Source: an optimization exercise on an open RTL-to-GDS flow (aim: small area, a short achievable clock period and few clock cycles). Production flows keep margins and buffers that such runs may drop. RTL that was checked went through simulation tests only; none was proved equivalent to the original. Power is estimated from default activity; no workload was simulated.

==> module stupid_NN_layer1, before the edit <==
module stupid_NN_layer1(
input clk,
input reset_n,
input waitrequest,
input ready,
input readdatavalid,
input [15:0] readdata,
output chipselect,
output [1:0] byteenable,
output reg done,
output reg read_n,
output reg write_n,
output reg [15:0] writedata,
output [31:0] address
);
localparam [16:0] WB  = 17'h0E249;      
localparam [7:0]  PBH = 8'h52;          
localparam [7:0]  PLH = 8'h83;          
localparam [9:0]  NB  = 10'h151;        
localparam [9:0]  NE  = 10'h151 + 10'd199;
assign chipselect = 1'b1;
assign byteenable = 2'b11;
reg st_boot, st_idle, st_p, st_w, st_wr, st_done;
reg kc;                
reg rq, wq, dr, dr2, dr3;
reg wdn;               
reg [16:0] wa;         
reg [7:0]  ph;         
reg [9:0]  na;         
reg [1:0]  ret;        
reg [2:0]  out;        
reg [3:0]  msk;        
reg [15:0] ml;         
reg [4:0]  p0, p1;     
reg mv, pv;            
reg mn, pn;            
reg hd;                
reg [13:0] r0, r1;     
reg [5:0]  ta;         
reg [5:0]  sk;         
reg        skv;
reg [23:1] ad;         
wire adv   = (rq | wq) & ~waitrequest;    
wire acc_r = rq & ~waitrequest;
wire rdv   = readdatavalid;
wire timer_end = wa[16] & wa[15] & wa[10] & wa[9] & wa[7] & wa[5];  
wire start = st_idle & ready;
wire node_end = (ph == PLH) & (wa[1:0] == 2'd0);
wire last_pair = (na == NE);
wire cap = out[2] & out[1];
wire pair_done = st_wr & wdn;    
wire a_p  = (st_w & kc & ~node_end) | (pair_done & ~last_pair);
wire a_w  = st_p | (st_w & ~kc);
wire a_wr = (st_w & kc & node_end) | (st_wr & ~pair_done);
wire a_done = pair_done & last_pair;
wire [16:0] wa_inc = wa + 17'd1;
wire [16:0] wa_nx  = wa + 17'd196;
wire [7:0]  ph_inc = ph + 8'd1;
wire [9:0]  na_inc = na + 10'd1;
wire [23:1] ad_nx = st_p ? {6'h3C, wa} :
                    (st_w & ~kc) ? {6'h3C, wa_nx} :
                    {13'h0050, (wa[1:0] == 2'd3) ? ph_inc : ph, wa_inc[1:0]};
always @(posedge clk) begin
  if (!reset_n) begin
    st_boot <= 1'b1; st_idle <= 1'b0; st_p <= 1'b0; st_w <= 1'b0; kc <= 1'b0;
    st_wr <= 1'b0; st_done <= 1'b0; rq <= 1'b0; wq <= 1'b0;
    dr <= 1'b0; dr2 <= 1'b0; dr3 <= 1'b0; wdn <= 1'b0;
  end else begin
    st_boot <= st_boot & ~timer_end;
    st_idle <= (st_idle & ~ready) | (st_done & ~ready) | (st_boot & timer_end);
    st_done <= ready & (adv ? a_done : st_done);
    st_p  <= start | (adv ? a_p : st_p);
    st_w  <= adv ? a_w : st_w;
    kc    <= adv ? st_w & ~kc : kc;
    st_wr <= adv ? a_wr : st_wr;
    rq <= start | (adv ? (a_p | a_w) & ~cap : (st_p | st_w) & ~cap);
    dr <= st_wr & (out == 3'd0);
    dr2 <= st_wr & dr;
    dr3 <= st_wr & dr2;
    wq <= (adv ? a_wr : st_wr) & dr3 & (~hd == (adv ? st_wr & ~wdn : wdn));
    if (adv & st_wr) wdn <= ~wdn;
  end
end
always @(posedge clk) begin
  if (!reset_n) wa <= 17'd0;
  else if (st_idle) wa <= WB;
  else if (st_boot) wa <= wa_inc;
  else wa <= adv ? ((st_w & kc) ? wa_inc : pair_done ? wa_nx : wa) : wa;
  if (st_idle | (adv & st_w & kc & node_end)) ph <= PBH;
  else if (adv & st_w & kc & (wa[1:0] == 2'd3)) ph <= ph_inc;
  if (st_idle) na <= NB;
  else if (adv & st_wr) na <= na_inc;
  if (st_idle | (adv & pair_done)) ad <= {13'h0050, PBH, 2'b01};
  else if (st_wr) ad <= {13'h0026, adv ? na_inc : na};
  else if (adv) ad <= ad_nx;
  if (st_idle) ret <= 2'd0;
  else if (rdv) ret <= {ret == 2'd1, ret == 2'd0};
  if (st_boot | st_idle) out <= 3'd0;
  else if (rdv) out <= acc_r ? out : out - 3'd1;
  else out <= acc_r ? out + 3'd1 : out;
end
always @(posedge clk) if (rdv && ret == 2'd0)
  msk <= {|readdata[15:12], |readdata[11:8], |readdata[7:4], |readdata[3:0]};
always @(posedge clk) begin
  ml <= readdata & {{4{msk[3]}}, {4{msk[2]}}, {4{msk[1]}}, {4{msk[0]}}};
  mv <= rdv & (ret != 2'd0);
  mn <= ret[1];
  p0 <= {ml[3], ml[3:0]} + {ml[7], ml[7:4]};
  p1 <= {ml[11], ml[11:8]} + {ml[15], ml[15:12]};
  pv <= mv; pn <= mn;
end
wire [5:0] term = {p0[4], p0} + {p1[4], p1};
always @(posedge clk) begin
  if (!reset_n) begin hd <= 1'b0; skv <= 1'b0; end
  else begin hd <= ~hd; skv <= pv & (skv | (pn == hd)); end
  sk <= term;
  ta <= skv ? sk : (pv & (pn != hd)) ? term : 6'd0;
  r0 <= r1;
  r1 <= (st_boot | (st_wr & adv)) ? 14'd0 : r0 + {{8{ta[5]}}, ta};
end
always @(*) begin
  done = st_done;
  read_n = ~rq;
  write_n = ~wq;
  writedata = {{2{r0[13]}}, r0};
end
assign address = {8'd0, ad, 1'b0};
endmodule
Settings: LEC_CHECK=0, ABC_CLOCK_PERIOD_IN_PS=2000, CAP_MARGIN=20, CORE_MARGIN=2, CORE_UTILIZATION=40, CTS_BUF_LIST=sky130_fd_sc_hd__clkbuf_4 sky130_fd_sc_hd__clkbuf_8, CTS_CLUSTER_DIAMETER=100, CTS_CLUSTER_SIZE=30, SETUP_SLACK_MARGIN=3.0, SLEW_MARGIN=20; clock period 5.0 ns.
standard.sh (not shown) runs the stock make flow with config.mk's settings and CLKGATE_MAP_FILE= SYNTH_SCRIPT=/design/flow/synth_recipe.tcl, a recipe that flattens the netlist after the stock synthesis.
==> flow/flow/run.sh <==
#!/bin/bash
set -e
export BUFFER_PORTS_ARGS="-buffer_cell sky130_fd_sc_hd__buf_2"
export CTS_ARGS="-sink_clustering_enable -repair_clock_nets -sink_clustering_size 30 -sink_clustering_max_diameter 100 -buf_list {sky130_fd_sc_hd__clkbuf_4 sky130_fd_sc_hd__clkbuf_8} -dont_use_dummy_load"
bash standard.sh > standard.log 2>&1
Edit:
==> flow/design.v (replaced) <==
module stupid_NN_layer1(
input clk,
input reset_n,
input waitrequest,
input ready,
input readdatavalid,
input [15:0] readdata,
output chipselect,
output [1:0] byteenable,
output reg done,
output reg read_n,
output reg write_n,
output reg [15:0] writedata,
output [31:0] address
);
localparam [16:0] WB  = 17'h0E249;      
localparam [7:0]  PBH = 8'h52;          
localparam [7:0]  PLH = 8'h83;          
localparam [9:0]  NB  = 10'h151;        
localparam [9:0]  NE  = 10'h151 + 10'd198;
assign chipselect = 1'b1;
assign byteenable = 2'b11;
reg st_boot, st_idle, st_p, st_w, st_wr, st_done;
reg kc;                
reg rq, wq, dr, dr3;
reg wa_done, wb_done;  
reg [16:0] wa;         
reg [7:0]  ph;         
reg [9:0]  na;         
reg [1:0]  ret;        
reg [2:0]  out;        
reg [3:0]  msk;        
reg [4:0]  p0, p1;     
reg pv;                
reg pn;                
reg hd;                
reg [13:0] r0, r1;     
reg [5:0]  ta;         
reg [5:0]  sk;         
reg        skv;
reg [23:1] ad;         
reg wi_q, wn_q;        
wire adv   = (rq | wq) & ~waitrequest;    
wire acc_r = rq & ~waitrequest;
wire rdv   = readdatavalid;
wire timer_end = wa[16] & wa[15] & wa[10] & wa[9] & wa[7] & wa[5];  
wire start = st_idle & ready;
wire node_end = (ph == PLH) & (wa[1:0] == 2'd0);
wire last_pair = (na == NE);
wire cap = out[2] & out[1];
wire pair_done = st_wr & (hd ? wa_done : wb_done);   
wire a_p  = (st_w & kc & ~node_end) | (pair_done & ~last_pair);
wire a_w  = st_p | (st_w & ~kc);
wire a_wr = (st_w & kc & node_end) | (st_wr & ~pair_done);
wire a_done = pair_done & last_pair;
wire [16:0] wa_inc = wa + 17'd1;
wire [16:0] wa_nx  = wa + 17'd196;
wire [7:0]  ph_inc = ph + 8'd1;
wire [9:0]  na_inc = na + 10'd1;
wire [23:1] ad_nx = st_p ? {6'h3C, wi_q ? wa_inc : wn_q ? wa_nx : wa} :
                    (st_w & ~kc) ? {6'h3C, wa_nx} :
                    {13'h0050, (wa[1:0] == 2'd3) ? ph_inc : ph, wa_inc[1:0]};
always @(posedge clk) begin
  if (!reset_n) begin
    st_boot <= 1'b1; st_idle <= 1'b0; st_p <= 1'b0; st_w <= 1'b0; kc <= 1'b0;
    st_wr <= 1'b0; st_done <= 1'b0; rq <= 1'b0; wq <= 1'b0;
    dr <= 1'b0; dr3 <= 1'b0; wa_done <= 1'b0; wb_done <= 1'b0;
    wi_q <= 1'b0; wn_q <= 1'b0;
  end else begin
    st_boot <= st_boot & ~timer_end;
    wi_q <= adv & st_w & kc;
    wn_q <= adv & pair_done;
    st_idle <= (st_idle & ~ready) | (st_done & ~ready) | (st_boot & timer_end);
    st_done <= ready & (adv ? a_done : st_done);
    st_p  <= start | (adv ? a_p : st_p);
    st_w  <= adv ? a_w : st_w;
    kc    <= adv ? st_w & ~kc : kc;
    st_wr <= adv ? a_wr : st_wr;
    rq <= start | (adv ? (a_p | a_w) & ~cap : (st_p | st_w) & ~cap);
    dr <= st_wr & (out == 3'd0);
    dr3 <= st_wr & dr;
    wq <= (adv ? a_wr : st_wr) & dr3 & (hd ? ~wa_done : ~wb_done) & ~(adv & pair_done);
    if (adv & st_wr & ~pair_done) begin
      if (hd) wb_done <= 1'b1; else wa_done <= 1'b1;
    end else if (adv & pair_done) begin
      wa_done <= 1'b0; wb_done <= 1'b0;
    end
  end
end
always @(posedge clk) begin
  if (!reset_n) wa <= 17'd0;
  else if (st_idle) wa <= WB;
  else if (st_boot | wi_q) wa <= wa_inc;
  else if (wn_q) wa <= wa_nx;
  if (st_idle | (wi_q & node_end)) ph <= PBH;
  else if (wi_q & (wa[1:0] == 2'd3)) ph <= ph_inc;
  if (st_idle) na <= NB;
  else if (wn_q) na <= na + 10'd2;
  if (st_idle | (adv & pair_done)) ad <= {13'h0050, PBH, 2'b01};
  else if (st_wr) ad <= {13'h0026, hd ? na : na_inc};
  else if (adv) ad <= ad_nx;
  if (st_idle) ret <= 2'd0;
  else if (rdv) ret <= {ret == 2'd1, ret == 2'd0};
  if (st_boot | st_idle) out <= 3'd0;
  else if (rdv) out <= acc_r ? out : out - 3'd1;
  else out <= acc_r ? out + 3'd1 : out;
end
wire [15:0] ml = readdata & {{4{msk[3]}}, {4{msk[2]}}, {4{msk[1]}}, {4{msk[0]}}};
always @(posedge clk) if (rdv && ret == 2'd0)
  msk <= {|readdata[15:12], |readdata[11:8], |readdata[7:4], |readdata[3:0]};
always @(posedge clk) begin
  p0 <= {ml[3], ml[3:0]} + {ml[7], ml[7:4]};
  p1 <= {ml[11], ml[11:8]} + {ml[15], ml[15:12]};
  pv <= rdv & (ret != 2'd0);
  pn <= ret[1];
end
wire [5:0] term = {p0[4], p0} + {p1[4], p1};
always @(posedge clk) begin
  if (!reset_n) begin hd <= 1'b0; skv <= 1'b0; end
  else begin hd <= ~hd; skv <= pv & (skv | (pn == hd)); end
  sk <= term;
  ta <= skv ? sk : (pv & (pn != hd)) ? term : 6'd0;
  r0 <= r1;
  r1 <= (st_boot | (st_wr & adv)) ? 14'd0 : r0 + {{8{ta[5]}}, ta};
end
always @(*) begin
  done = st_done;
  read_n = ~rq;
  write_n = ~wq;
  writedata = {{2{r0[13]}}, r0};
end
assign address = {8'd0, ad, 1'b0};
endmodule
Outcome: The new run ran to the end with no violations; routed wire length climbs by 8.2%; design area drops by 3.5%; sequential cell count drops by 17; core utilization drops by 1.5 points; clock skew drops by 0.0095 ns; setup slack gets better by 0.016 ns; count of clock-buffer cells in the layout does not change; die area drops by about 0.5%; fmax climbs by about 0.8%; worst hold slack gets better by 0.0038 ns; synthesized area drops by about 0.5%; power drops by 15%; clock power drops by 4.9%; cell count climbs by about 4%.
Testbench counts after the change, summed over its fixed seeds: cycles 1,434,329.
The RTL of the first run of this note was laid out without a check of its function.


run A:
Another version of the RTL of stupid_NN_layer1 (not shown whole).
Size: ~600 cells after synthesis, roughly 75 I/O pins, about 5700 um^2 of cells after synthesis.
==> module stupid_NN_layer1, before the edit <==
module stupid_NN_layer1(
input clk,
input reset_n,
input waitrequest,
input ready,
input readdatavalid,
input [15:0] readdata,
output chipselect,
output [1:0] byteenable,
output reg done,
output reg read_n,
output reg write_n,
output reg [15:0] writedata,
output reg [31:0] address
);
localparam integer K  = 2;              
localparam integer KW = (K > 1) ? $clog2(K) : 1;
localparam integer RW = $clog2(K + 1);
localparam [16:0] WB  = 17'h0E249;      
localparam [16:0] STEP_K = 17'd196;                     
localparam [16:0] STEP_J = 17'd1 - 17'd196 * (K - 1);   
localparam [7:0]  PBH = 8'h52;          
localparam [7:0]  PLH = 8'h83;          
localparam [9:0]  NB  = 10'h151;        
localparam [9:0]  NE  = 10'h151 + 10'd199;
assign chipselect = 1'b1;
assign byteenable = 2'b11;
reg st_boot, st_idle, st_p, st_w, st_wr, st_done;
reg rq, wq, dr;
reg [16:0] wa;         
reg [7:0]  ph;         
reg [9:0]  na;         
reg [KW-1:0] kc;       
reg [RW-1:0] ret;      
reg [2:0]  out;        
reg [3:0]  msk;        
reg [15:0] ml;         
reg        mv, tv;     
reg signed [5:0]  term;
reg signed [13:0] acc [0:K-1];
wire acc_r = rq & ~waitrequest;
wire acc_w = wq & ~waitrequest;
wire rdv   = readdatavalid;
wire k_last = (kc == K-1);
wire timer_end = wa[16] & wa[15] & wa[10] & wa[9] & wa[7] & wa[5];  
wire start = st_idle & ready;
wire node_end = (ph == PLH) & (wa[1:0] == 2'd0);
wire last_node = (na == NE);
wire wlast = st_w & acc_r & k_last;
wire n_p = start | (st_p & ~acc_r) | (wlast & ~node_end) | (st_wr & acc_w & k_last & ~last_node);
wire n_w = (st_w & ~(acc_r & k_last)) | (st_p & acc_r);
wire n_wr = (st_wr & ~(acc_w & k_last)) | (wlast & node_end);
wire n_done = (st_done & ready) | (st_wr & acc_w & k_last & last_node);
wire n_idle = (st_idle & ~ready) | (st_done & ~ready) | (st_boot & timer_end);
always @(posedge clk) begin
  if (!reset_n) begin
    st_boot <= 1'b1; st_idle <= 1'b0; st_p <= 1'b0; st_w <= 1'b0;
    st_wr <= 1'b0; st_done <= 1'b0; rq <= 1'b0; wq <= 1'b0; dr <= 1'b0;
  end else begin
    st_boot <= st_boot & ~timer_end;
    st_idle <= n_idle;
    st_p <= n_p; st_w <= n_w; st_wr <= n_wr; st_done <= n_done;
    rq <= (n_p | n_w) & ~(out[2] & out[1]);
    dr <= st_wr & (out == 3'd0);
    wq <= n_wr & dr;
  end
end
wire [16:0] wstep = st_boot ? 17'd1 : ~k_last ? STEP_K : node_end ? 17'd1 : STEP_J;
always @(posedge clk) begin
  if (!reset_n) wa <= 17'd0;
  else if (st_idle) wa <= WB;
  else if (st_boot | (st_w & acc_r)) wa <= wa + wstep;
  if (st_idle | (wlast & node_end)) ph <= PBH;
  else if (wlast & (wa[1:0] == 2'd3)) ph <= ph + 8'd1;
  if (st_idle) na <= NB;
  else if (acc_w) na <= na + 10'd1;
  if (st_idle) kc <= 0;
  else if ((st_w & acc_r) | acc_w) kc <= k_last ? {KW{1'b0}} : kc + 1'b1;
  if (st_idle) ret <= 0;
  else if (rdv) ret <= (ret == K) ? {RW{1'b0}} : ret + 1'b1;
  if (st_boot | st_idle) out <= 3'd0;
  else out <= out + {2'b0, acc_r} - {2'b0, rdv};
end
always @(posedge clk) if (rdv && ret == 0)
  msk <= {|readdata[15:12], |readdata[11:8], |readdata[7:4], |readdata[3:0]};
wire wv = rdv & (ret != 0);
always @(posedge clk) begin
  ml <= readdata & {{4{msk[3]}}, {4{msk[2]}}, {4{msk[1]}}, {4{msk[0]}}};
  mv <= wv;
  tv <= mv;
  term <= ($signed(ml[3:0]) + $signed(ml[7:4])) + ($signed(ml[11:8]) + $signed(ml[15:12]));
end
wire signed [13:0] tail = tv ? acc[0] + {{8{term[5]}}, term} : 14'sd0;
integer i;
always @(posedge clk) if (tv | acc_w | st_boot) begin
  for (i = 0; i < K-1; i = i + 1) acc[i] <= acc[i+1];
  acc[K-1] <= tail;
end
always @(*) begin
  done = st_done;
  read_n = ~rq;
  write_n = ~wq;
  writedata = {{2{acc[0][13]}}, acc[0]};
  address = 32'd0;
  if (st_w)      address[23:1] = {6'h3C, wa};
  else if (st_p) address[23:1] = {13'h0050, ph, wa[1:0]};
  else           address[23:1] = {13'h0026, na};
end
endmodule
clock: 5.0 ns
lec_check: 0
abc_clock_period_in_ps: 2000
cap_margin: 20
core_margin: 2
core_utilization: 40
setup_slack_margin: 3.0
slew_margin: 20
run.sh (not shown) runs the stock make flow with config.mk's settings and CLKGATE_MAP_FILE= SYNTH_SCRIPT=/design/flow/synth_recipe.tcl, a recipe that flattens the netlist after the stock synthesis.
Stock flow here: none of the scripts above is used.
### run A -> run E
--- a/flow/design.v
+++ b/flow/design.v
@@ -10,13 +10,13 @@
 output reg done,
 output reg read_n,
 output reg write_n,
 output reg [15:0] writedata,
 output reg [31:0] address
 );
-localparam integer K  = 2;              
+localparam integer K  = 4;              
 localparam integer KW = (K > 1) ? $clog2(K) : 1;
 localparam integer RW = $clog2(K + 1);
 localparam [16:0] WB  = 17'h0E249;      
 localparam [16:0] STEP_K = 17'd196;                     
 localparam [16:0] STEP_J = 17'd1 - 17'd196 * (K - 1);   
 localparam [7:0]  PBH = 8'h52;          
Findings:
Run A: all stages complete, timing, DRC and antenna checks passed
Run E has completed all stages; timing, DRC and antenna checks passed.
Compared with run A, run E shows worst setup slack lower by 0.75 ns.
Relative to run A, mux share of post-synthesis cell area has decreased by 1.0 points in run E.
Run E vs run A, part of the total power dissipated in the clock network went up by 7.5 points.
Between run A and run E, violation count after the first detailed-routing iteration decreased.
Going from run A to run E, cell area after layout shows an increase of about 17%; post-layout instance count excluding filler cells shows an increase of 57.
When run E is measured against run A, its via count turns out 142 higher.
Run E vs. run A: total power went up by about 38%.
Comparing run A and run E, the higher synthesized-area fraction occupied by adder cells was measured on run A.
The number of inverters outside the clock class in the layout in run E was higher than what run A gave.
Compared with run A, in run E sequential cell count now larger, post-synthesis cell count now larger.
Function was not checked in any run of this note: the RTL went through the layout flow alone.

what the ideal ports hide:
In the flow no input, the clock included, has a driving cell. The finished layouts below were timed again as built, in two steps. Step 1 sets driving cells, clkbuf_16 on the clock port and buf_2 on the other inputs (assumed; they add their load-dependent delay and slew). Step 2 adds t to the input delays and takes it off the output delays; t is the mean of the earliest and latest rising clock arrival at the registers after step 1. Input paths then give back, and output paths get back, about the clock's delay inside the block. Slacks: ideal ports / drivers / drivers and shift; pairs: ideal ports / drivers.
run | shift t [ns] | slack for setup (ns) | worst hold slack (ns) | slew at the worst register clock pin (ns) | pins driven straight from the clock port
the first run of note 1 | 0.468 | 2.980 / 2.976 / 2.508 | 0.312 / 0.312 / 0.312 | 0.09 / 0.09 | 1
the second run of note 1 | 0.457 | 2.996 / 2.996 / 2.610 | 0.316 / 0.316 / 0.316 | 0.07 / 0.07 | 1
run A | 0.386 | 2.393 / 2.393 / 2.393 | 0.330 / 0.330 / 0.330 | 0.07 / 0.07 | 1
run E | 0.460 | 1.647 / 1.647 / 1.647 | 0.330 / 0.330 / 0.330 | 0.06 / 0.06 | 1
After both steps setup and hold are still met in every run listed. For the first run of note 1, which loses most, drivers alone change the setup slack by -0.004 ns; drivers and shift together by -0.472 ns.
